Background: an optimization exercise with open tools, aiming at small area, a short achievable clock period and few clock cycles. Do not read the settings as production practice. Where RTL was checked, it was by simulation tests only, not by an equivalence proof against the original.

==> inputs of yarrow <==
Design brv32p_muldiv, start of the top module:
module brv32p_muldiv (
  input  logic        clk,
  input  logic        rst_n,
  input  logic        start,
  input  logic        hold,        
  input  logic [2:0]  op,          
  input  logic [31:0] a,           
  input  logic [31:0] b,           
  output logic [31:0] result,
  output logic        busy,
  output logic        valid        
);
  localparam logic [2:0] MD_MUL    = 3'b000;
  localparam logic [2:0] MD_MULH   = 3'b001;
  localparam logic [2:0] MD_MULHSU = 3'b010;
  localparam logic [2:0] MD_MULHU  = 3'b011;
  localparam logic [2:0] MD_DIV    = 3'b100;
  localparam logic [2:0] MD_DIVU   = 3'b101;
  localparam logic [2:0] MD_REM    = 3'b110;
  localparam logic [2:0] MD_REMU   = 3'b111;
  logic        mul_sa, mul_sb;
  logic [32:0] mx;                             
  logic [34:0] my;                             
  assign mul_sa = (op[1:0] == 2'b01) || (op[1:0] == 2'b10);
  assign mul_sb = (op[1:0] == 2'b01);
  assign mx = {mul_sa & a[31], a};
  assign my = {{2{mul_sb & b[31]}}, b, 1'b0};
  logic [63:0] prod;
  logic [16:0] bneg, bone, btwo;
  logic pp0_0, pp0_1, pp0_2, pp0_3, pp0_4, pp0_5, pp0_6, pp0_7, pp0_8, pp0_9, pp0_10, pp0_11, pp0_12, pp0_13, pp0_14, pp0_15;
  logic pp0_16, pp0_17, pp0_18, pp0_19, pp0_20, pp0_21, pp0_22, pp0_23, pp0_24, pp0_25, pp0_26, pp0_27, pp0_28, pp0_29, pp0_30, pp0_31;
  logic pp0_32, pp0_33, pp1_0, pp1_1, pp1_2, pp1_3, pp1_4, pp1_5, pp1_6, pp1_7, pp1_8, pp1_9, pp1_10, pp1_11, pp1_12, pp1_13;
  logic pp1_14, pp1_15, pp1_16, pp1_17, pp1_18, pp1_19, pp1_20, pp1_21, pp1_22, pp1_23, pp1_24, pp1_25, pp1_26, pp1_27, pp1_28, pp1_29;
  logic pp1_30, pp1_31, pp1_32, pp1_33, pp2_0, pp2_1, pp2_2, pp2_3, pp2_4, pp2_5, pp2_6, pp2_7, pp2_8, pp2_9, pp2_10, pp2_11;
  ...
clock: 16.0 ns
lec_check: 0
cap_margin: 20
core_margin: 2
core_utilization: 45
place_density: 0.6
setup_slack_margin: 3
slew_margin: 20
standard.sh (not shown) runs the stock make flow with config.mk's settings and CLKGATE_MAP_FILE= SYNTH_SCRIPT=/design/flow/synth_recipe.tcl, a recipe that flattens the netlist after the stock synthesis.
==> flow/flow/run.sh <==
#!/bin/bash
# Own flow: the standard layout, except that the synthesis maps the logic
# with an area-oriented ABC script (flow/abc_area.script) in place of ORFS's
# speed script. Everything else, registers included, is the standard synthesis:
# the same synth_recipe.tcl and ORFS synth.tcl, with only the abc call's script
# swapped. Timing is then repaired by the standard placement and CTS steps.
set -euo pipefail
W=$(pwd)
FLOWDIR=$(cd "$(dirname "${BASH_SOURCE[0]}")" && pwd)

# ORFS synth.tcl with the abc script replaced
sed "s#log_cmd abc {\*}\$abc_args#log_cmd abc {*}[lreplace \$abc_args 0 1 -script $FLOWDIR/abc_area.script]#" \
  "$FLOW_HOME/scripts/synth.tcl" > "$W/own_synth_body.tcl"
grep -q "abc_area.script" "$W/own_synth_body.tcl"
sed "s#source \$::env(SCRIPTS_DIR)/synth.tcl#source $W/own_synth_body.tcl#" \
  "$W/synth_recipe.tcl" > "$W/own_synth.tcl"
grep -q "own_synth_body.tcl" "$W/own_synth.tcl"

# standard.sh with the synthesis script swapped, for the synthesis step only
sed "s#SYNTH_SCRIPT=[^ ]*#SYNTH_SCRIPT=$W/own_synth.tcl#" "$W/standard.sh" > "$W/own_standard.sh"
grep -q "own_synth.tcl" "$W/own_standard.sh"

bash "$W/own_standard.sh" synth > "$W/synth_make.log" 2>&1
bash "$W/standard.sh" finish > "$W/finish_make.log" 2>&1
test -f "$W/out/final.def"
==> flow/flow/abc_area.script <==
strash
dch
map -a
topo
stime -c
==> garnet (differences from yarrow) <==
--- a/flow/config.mk
+++ b/flow/config.mk
@@ -7,7 +7,7 @@
 export LEC_CHECK = 0
 export CAP_MARGIN = 20
 export CORE_MARGIN = 2
 export CORE_UTILIZATION = 45
 export PLACE_DENSITY = 0.6
-export SETUP_SLACK_MARGIN = 3
+export SETUP_SLACK_MARGIN = 2
 export SLEW_MARGIN = 20
==> willow (differences from yarrow) <==
--- a/flow/design.v
+++ b/flow/design.v
@@ -1284,26 +1284,24 @@
   assign {c1050, s1049} = c926 + s927 + pp16_29;
   assign {c1052, s1051} = c928 + s929 + 1'b1;
   assign {c1054, s1053} = c930 + pp15_33 + pp16_31;
   assign sum_a = {c1052, c1050, c1048, c1046, c1044, c1042, c1040, c1038, c1036, c1034, c1032, c1030, c1028, c1026, c1024, c1022, c1020, c1018, c1016, c1014, c1012, c1010, c1008, c1006, c1004, c1002, c1000, c998, c996, c994, c992, c990, c988, c986, c984, c982, c980, c978, c976, c974, c972, c970, c968, c966, c964, c962, c960, c958, c956, c954, c952, c950, c948, c946, c944, c942, c940, c938, c936, c934, c932, s931, pp0_1, pp0_0};
   assign sum_b = {s1053, s1051, s1049, s1047, s1045, s1043, s1041, s1039, s1037, s1035, s1033, s1031, s1029, s1027, s1025, s1023, s1021, s1019, s1017, s1015, s1013, s1011, s1009, s1007, s1005, s1003, s1001, s999, s997, s995, s993, s991, s989, s987, s985, s983, s981, s979, s977, s975, s973, s971, s969, s967, s965, s963, s961, s959, s957, s955, s953, s951, s949, s947, s945, s943, s941, s939, s937, s935, s933, bneg[1], 1'b0, bneg[0]};
-  assign prod = sum_a + sum_b;
+  logic prod_co;
+  pfx_add #(.W(64)) u_prod_add (.a(sum_a), .b(sum_b), .cin(1'b0), .s(prod), .cout(prod_co));
   logic        div_signed;
   logic        a_neg, b_neg, d_cin;
   logic [31:0] abs_a, b_nx, b_mag;
   assign div_signed = ~op[0];                  
   assign a_neg = div_signed & a[31];
   assign b_neg = div_signed & b[31];
   assign d_cin = ~b_neg;
   assign abs_a = a_neg ? (~a + 32'd1) : a;
   assign b_nx  = b_neg ? b : ~b;               
   assign b_mag = ~b_nx;                        
-  logic b_zero, a_lt_b;
-  logic [32:0] cmp;
+  logic b_zero;
   assign b_zero = (b == 32'd0);
-  assign cmp    = {1'b0, abs_a} + {1'b1, b_nx} + {32'd0, d_cin};
-  assign a_lt_b = cmp[32];
   function automatic logic [5:0] bitlen(input logic [31:0] x);
     logic [15:0] z1; logic [15:0] c1;
     logic [7:0]  z2; logic [15:0] c2;
     logic [3:0]  z3; logic [11:0] c3;
     logic [1:0]  z4; logic [7:0]  c4;
@@ -1357,38 +1355,34 @@
   logic        neg_q, neg_r, cin_r;
   logic [31:0] rem_r, quo_r;
   logic [35:0] dv_r;
   logic is_div_op, div_launch, div_fast;
   assign is_div_op  = op[2];
-  assign div_fast   = b_zero | a_lt_b;
+  assign div_fast   = b_zero | (len_a < len_b);    
   assign div_launch = start && !div_active && is_div_op && !div_fast;
   logic [31:0] rem_n, quo_n, rem_2, quo_2;
   logic [35:0] dv_n;
-  always_comb begin
-    logic [31:0] rm, qv;
-    logic [35:0] dv;
-    logic [36:0] diff;
-    rm = rem_r;
-    dv = dv_r;
-    qv = quo_r;
-    rem_2 = rem_r;
-    quo_2 = quo_r;
-    for (int s = 0; s < 4; s++) begin
-      diff = {4'd0, rm, 1'b1} + {dv, cin_r};
-      if (!diff[36])
-        rm = diff[32:1];
-      qv = {qv[30:0], ~diff[36]};
-      dv = {dv[35], dv[35:1]};
-      if (s == 1) begin
-        rem_2 = rm;
-        quo_2 = qv;
-      end
-    end
-    rem_n = rm;
-    quo_n = qv;
-    dv_n  = dv;
-  end
+  logic [31:0] st_rm [5];
+  logic [31:0] st_qv [5];
+  logic [35:0] st_dv [5];
+  logic [35:0] st_sum [4];
+  logic [3:0]  st_co;
+  assign st_rm[0] = rem_r;
+  assign st_qv[0] = quo_r;
+  assign st_dv[0] = dv_r;
+  for (genvar s = 0; s < 4; s++) begin : g_step
+    pfx_add #(.W(36)) u_add (.a({4'd0, st_rm[s]}), .b(st_dv[s]), .cin(cin_r),
+                             .s(st_sum[s]), .cout(st_co[s]));
+    assign st_rm[s+1] = st_co[s] ? st_sum[s][31:0] : st_rm[s];
+    assign st_qv[s+1] = {st_qv[s][30:0], st_co[s]};
+    assign st_dv[s+1] = {st_dv[s][35], st_dv[s][35:1]};
+  end
+  assign rem_2 = st_rm[2];
+  assign quo_2 = st_qv[2];
+  assign rem_n = st_rm[4];
+  assign quo_n = st_qv[4];
+  assign dv_n  = st_dv[4];
   logic div_last;
   assign div_last = div_active && (div_cnt == 4'd0);
   always_ff @(posedge clk or negedge rst_n) begin
     if (!rst_n) begin
       div_active <= 1'b0;
@@ -1423,26 +1417,58 @@
     ng  = div_rem ? neg_r : neg_q;
     div_result = (sel ^ {32{ng}}) + {31'd0, ng};
   end
   logic [31:0] fast_result;
   assign fast_result = op[1] ? a : {32{b_zero}};
+  logic sel_lo, sel_hi, sel_dv, sel_fs;
+  assign sel_dv = div_active;
+  assign sel_fs = !div_active && is_div_op;
+  assign sel_lo = !div_active && !is_div_op && (op[1:0] == 2'b00);
+  assign sel_hi = !div_active && !is_div_op && (op[1:0] != 2'b00);
   always_comb begin
-    valid  = 1'b0;
-    busy   = 1'b0;
-    result = 32'b0;
-    if (start) begin
-      if (div_active) begin
-        valid  = div_last;
-        busy   = !div_last;
-        result = div_result;
-      end else if (!is_div_op) begin
-        valid  = 1'b1;
-        result = (op[1:0] == 2'b00) ? prod[31:0] : prod[63:32];
-      end else if (div_fast) begin
-        valid  = 1'b1;
-        result = fast_result;
-      end else begin
-        busy   = 1'b1;
-      end
-    end
+    result = ({32{sel_lo}} & prod[31:0]) | ({32{sel_hi}} & prod[63:32])
+           | ({32{sel_dv}} & div_result) | ({32{sel_fs}} & fast_result);
+    valid = start & (div_active ? div_last : (!is_div_op || div_fast));
+    busy  = start & (div_active ? !div_last : (is_div_op && !div_fast));
+  end
+endmodule
+module pfx_add #(parameter int W = 64) (
+  input  logic [W-1:0] a,
+  input  logic [W-1:0] b,
+  input  logic         cin,
+  output logic [W-1:0] s,
+  output logic         cout
+);
+  always_comb begin
+    logic [W:0] g, p, gn, pn;                 
+    g[0] = cin;
+    p[0] = 1'b0;
+    for (int i = 0; i < W; i++) begin
+      g[i+1] = a[i] & b[i];
+      p[i+1] = a[i] ^ b[i];
+    end
+    s = p[W:1];
+    gn = g;
+    pn = p;
+    for (int i = 1; i <= W; i += 2) begin
+      gn[i] = g[i] | (p[i] & g[i-1]);
+      pn[i] = p[i] & p[i-1];
+    end
+    g = gn;
+    p = pn;
+    for (int d = 2; d <= W; d *= 2) begin
+      gn = g;
+      pn = p;
+      for (int i = 1; i <= W; i += 2)
+        if (i - d >= 1) begin
+          gn[i] = g[i] | (p[i] & g[i-d]);
+          pn[i] = p[i] & p[i-d];
+        end
+      g = gn;
+      p = pn;
+    end
+    for (int i = 2; i <= W; i += 2)
+      g[i] = g[i] | (p[i] & g[i-1]);
+    s = s ^ g[W-1:0];
+    cout = g[W];
   end
 endmodule
--- a/flow/flow/run.sh
+++ b/flow/flow/run.sh
@@ -2,10 +2,11 @@
 # Own flow: the standard layout, except that the synthesis maps the logic
 # with an area-oriented ABC script (flow/abc_area.script) in place of ORFS's
 # speed script. Everything else, registers included, is the standard synthesis:
 # the same synth_recipe.tcl and ORFS synth.tcl, with only the abc call's script
 # swapped. Timing is then repaired by the standard placement and CTS steps.
+# Port buffers are buf_2 cells instead of ORFS's default pick.
 set -euo pipefail
 W=$(pwd)
 FLOWDIR=$(cd "$(dirname "${BASH_SOURCE[0]}")" && pwd)
 
 # ORFS synth.tcl with the abc script replaced
@@ -17,9 +18,13 @@
 grep -q "own_synth_body.tcl" "$W/own_synth.tcl"
 
 # standard.sh with the synthesis script swapped, for the synthesis step only
 sed "s#SYNTH_SCRIPT=[^ ]*#SYNTH_SCRIPT=$W/own_synth.tcl#" "$W/standard.sh" > "$W/own_standard.sh"
 grep -q "own_synth.tcl" "$W/own_standard.sh"
+# standard.sh whose port buffers are buf_2 cells (ORFS's default pick is a
+# delay cell); every port still gets its buffer
+sed "s#CLKGATE_MAP_FILE= #CLKGATE_MAP_FILE= BUFFER_PORTS_ARGS=-buffer_cell\\\\ sky130_fd_sc_hd__buf_2 #" "$W/standard.sh" > "$W/own_finish.sh"
+grep -q "BUFFER_PORTS_ARGS" "$W/own_finish.sh"
 
 bash "$W/own_standard.sh" synth > "$W/synth_make.log" 2>&1
-bash "$W/standard.sh" finish > "$W/finish_make.log" 2>&1
+bash "$W/own_finish.sh" finish > "$W/finish_make.log" 2>&1
 test -f "$W/out/final.def"
==> flow/flow/abc_area.script (replaced) <==
&get -n
&st
&dch
&nf -D 11000
&put
topo
stime -c
==> flow/config.mk (replaced) <==
export PLATFORM = sky130hd
export DESIGN_NAME = brv32p_muldiv
export DESIGN_NICKNAME = brv32p_muldiv
export VERILOG_FILES = /design/flow/design.v
export SDC_FILE = /design/flow/constraint.sdc
export NUM_CORES = 8
export LEC_CHECK = 0
export CAP_MARGIN = 20
export CORE_MARGIN = 2
export CORE_UTILIZATION = 55
export PLACE_DENSITY = 0.7
export SETUP_SLACK_MARGIN = 2
export SLEW_MARGIN = 20
==> qor summary <==
|  | garnet | yarrow | willow |
|---|---|---|---|
| Layout net count | 6527 | 6694 | 5499 |
| Arr. time, crit path | 10740 ps | 10150 ps | 10770 ps |
| Cts repair resizes | 358 | 1273 | 22 |
| Die area | 91200 sq um | 91200 sq um | 72600 sq um |
| Worst hold path depth | 2 | 2 | 1 |
| Worst hold margin | 465 ps | 457 ps | 480 ps |
| Synth Warn # | 1 | 1 | 10 |
| Number of clock buffers in the layout | 9 | 9 | 10 |
| Time the final worst path needs with I/O delays and setup | 13940 ps | 13350 ps | 13970 ps |
| Worst reg2reg path startpoint | cin_r | rem_r[0] | dv_r[6] |
| Cell at the slowest stage of the critical path | clkdlybuf4s50_1 | fa_2 | ha_2 |
| Tapcells inserted | 1165 | 1165 | 940 |
| Outcome | finished clean | finished clean | finished clean |
| Clock-pin slew on the worst setup and hold paths | 90 ps | 90 ps | 80 ps |
| HPWL after detailed placement | 150 mm | 148 mm | 123 mm |
| Hold path startpoint | quo_r[27] | quo_r[26] | quo_r[26] |
| Number of unique standard cell types used by synthesis | 47 | 47 | 63 |
| Number of non-clock buffers in the layout | 451 | 614 | 282 |
| Met3 routed WL | 20.0 mm | 25.7 mm | 20.7 mm |
| Average wire per cell in the routed design | 28.0 microns | 29.7 microns | 29.5 microns |
| Count of filler cells inserted in the layout | 8659 | 8007 | 6304 |
| Mux cell area share after synthesis | 0% | 0% | 0.549% |
| Avg Inst Size Synth | 7.66 sq um | 7.66 sq um | 9.02 sq um |
Testbench counts of willow, summed over its fixed seeds: cycles 17,273.
No functional check of the RTL was part of yarrow and garnet.

==> port drivers added, routing unchanged <==
The results above use ideal ports. As a check the final layouts listed here were re-extracted and re-timed, cells and wires unchanged. Step 1, drivers: a clkbuf_16 drives clk and a buf_2 each remaining input, both assumed. Step 2 moves the port delays by t, midway between the first and last clock arrival at a register: inputs arrive t later, outputs are due t later. That takes back most of the time a late clock gives input paths. a / b / c = no drivers / after step 1 / after step 2; a / b = the first two.
run	shift t [ns]	setup WS [ns]	hold WS [ns]	worst setup path after step 2
yarrow	0.436	2.652 / 2.549 / 2.549	0.457 / 0.457 / 0.457	input to output
garnet	0.435	2.061 / 1.998 / 1.998	0.465 / 0.465 / 0.465	input to output
willow	0.434	2.030 / 1.984 / 1.984	0.480 / 0.480 / 0.480	input to output
After both steps setup and hold are still met in every run listed. The setup slack of yarrow, which loses most, moves by -0.103 ns with the drivers and by -0.103 ns with both steps.
